What follows belongs to an exercise in optimizing a design on an open flow for small area and a short achievable clock period; a production flow would make more cautious choices.
Power figures rest on the tool's default switching activity, not on a simulated workload.

JK:
// fp32_mul
module fp32_mul(
    input wire clk,
    input wire [31:0] a,         
    input wire [31:0] b,         
    input wire [2:0] rm,         
    output reg [31:0] result,    
    output wire nv,              
    output wire of,              
    output wire uf,              
    output wire nx               
);
For scale: ~2500 cells after synthesis, roughly 100 I/O pins, about 25000 um2 of cells after synthesis.
==> flow/config.mk <==
export PLATFORM = sky130hd
export DESIGN_NAME = fp32_mul
export DESIGN_NICKNAME = fp32_mul
export VERILOG_FILES = /design/flow/design.v
export SDC_FILE = /design/flow/constraint.sdc
export NUM_CORES = 4
export LEC_CHECK = 0
export CAP_MARGIN = 0
export CORE_MARGIN = 2
export CORE_UTILIZATION = 40
export CTS_CLUSTER_DIAMETER = 80
export CTS_CLUSTER_SIZE = 20
export SETUP_SLACK_MARGIN = 3.9
export SLEW_MARGIN = 0
export SYNTH_HIERARCHICAL = 1
==> flow/constraint.sdc <==
create_clock -name core_clock -period 8.2 [get_ports {clk}]
set_input_delay 1.6400 -clock core_clock [delete_from_list [all_inputs] [get_ports {clk}]]
set_output_delay 1.6400 -clock core_clock [all_outputs]
set_load 0.01 [all_outputs]
standard.sh (not shown) runs the stock make flow with config.mk's settings and CLKGATE_MAP_FILE= SYNTH_SCRIPT=/design/flow/synth_recipe.tcl, a recipe that flattens the netlist after the stock synthesis.
==> flow/flow/run.sh <==
#!/bin/bash
# The standard layout (synthesis included, unchanged), with the input and
# output port buffers that buffer_ports inserts taken as sky130_fd_sc_hd__buf_2
# instead of the delay-cell buffer it picks on its own.
set -euo pipefail
export BUFFER_PORTS_ARGS="-buffer_cell sky130_fd_sc_hd__buf_2"
bash standard.sh > standard.log 2>&1
JK finished every step from synthesis to the final layout, and the layout passed the timing, design-rule and antenna checks.
> inputs changed (JK -> MS)
Settings: CTS_CLUSTER_DIAMETER removed (was 80); SLEW_MARGIN changed from 0 to 20; CTS_CLUSTER_SIZE removed (was 20); PLACE_DENSITY newly set to 0.7; CAP_MARGIN changed from 0 to 20.
## What came out
Looking at the reports, MS completed the entire flow and the layout it produced met the timing, design-rule and antenna checks.
Diff JK -> MS | routed wire length | decrease of 5.8%
The post-CTS setup repair buffer count of MS falls short of that of JK by 4.8%.
Compared with JK, in MS power per cell area saw an increase; growth of design area from synthesis to finish rose by 0.88 points; critical path depth barely changed; relative contribution of the clock network to total power now sits higher; standby leakage power went up by about 1.1%.
Number of nets in the layout of MS is on par with JK.
[diff] design area, MS relative to JK: regression
Diff MS and JK: total power of the final layout lower in JK
For AL, these inputs were changed with respect to MS:
Settings: setting TNS_END_PERCENT to 20 for the first time; setting CTS_CLUSTER_SIZE to 20 for the first time; setting CTS_CLUSTER_DIAMETER to 80 for the first time; removing PLACE_DENSITY (formerly 0.7).
## What came out
- Delta (AL minus MS): leakage power total decreased by about 0.7% relative to the old numbers, clock power lost about 30%, area of all placed cells without fillers fell about 0.8%.
- In AL, detailed-router iteration count before antenna repair is lower than in MS.
- AL ends up with higher fraction of standard cell area in multi-input logic than MS does.
- Final cycle utilization of the critical path was higher in AL than in MS.
- As far as count of nets left with antenna violations after detail routing goes, MS and AL are indistinguishable; the numbers are identical.
- Taking MS as the reference, in AL number of buffers added by the clock tree synthesis step fell 7; total track usage rose 1.7 points; total power fell about 2.7%.
> inputs changed (AL -> TR)
Settings: clearing TNS_END_PERCENT, which used to be 20.
--- outcome ---
Relative to AL, the routed wirelength normalized by instance count measured on TR has increased slightly.
Summary — total routed wire length on the met1 layer, TR relative to AL: lower, by 0.81%.
Compared TR against AL; summed area of non-filler cells in the final layout within noise.
~same share of total power in sequential cells in AL and TR
Instance count along the most critical hold path: TR vs AL identical
Sort AL and TR by total power asc -> top: TR
~same area added between synthesis and finish in AL and TR
Measured against each other, AL and TR differ in power per cell area, the higher figure coming from AL.
## Diff of input files: PW against TR
Settings: CTS_CLUSTER_DIAMETER: 80 -> unset; CTS_CLUSTER_SIZE: 20 -> unset.
==> run notes <==
- Final worst setup slack delta for PW relative to TR: 0.025 ns higher
- The higher relative slew slack came out of PW.
- For PW, the end point of the critical path was s3_mant[0], unlike TR, where it was tc2[24].
- On reported combinational group power, PW tracks TR almost exactly.
Function was not checked in any run of this note: the RTL went through the layout flow alone.

-- afterwards: timing with drivers on the ports --
How much do the figures lean on ideal ports? The routed layouts below were timed once more, with nothing changed but the port constraints.
Step 1: set_driving_cell puts a clkbuf_16 on clk and a buf_2 on each other input, an assumption about the parent block.
Step 2 moves the port delays by t, midway between the first and last clock arrival at a register: inputs arrive t later, outputs are due t later. That takes back most of the time a late clock gives input paths.
Slacks: ideal ports / drivers / drivers and shift; pairs: ideal ports / drivers.
| run | shift t [ns] | slack for setup (ns) | hold WS [ns] | worst setup path after step 2 | worst data-port slew with drivers (ns) |
|---|---|---|---|---|---|
| JK | 0.589 | 3.925 / 3.925 / 3.670 | 0.324 / 0.324 / 0.324 | input to register | 0.04 |
| MS | 0.605 | 3.938 / 3.938 / 3.615 | 0.325 / 0.325 / 0.325 | input to register | 0.04 |
| AL | 0.595 | 3.855 / 3.855 / 3.549 | 0.325 / 0.325 / 0.325 | input to register | 0.04 |
| TR | 0.589 | 3.925 / 3.925 / 3.670 | 0.324 / 0.324 / 0.324 | input to register | 0.04 |
| PW | 0.629 | 3.949 / 3.949 / 3.629 | 0.316 / 0.316 / 0.316 | input to register | 0.04 |
After both steps setup and hold are still met in every run listed. The setup slack of MS, which loses most, moves by 0.000 ns with the drivers and by -0.323 ns with both steps.
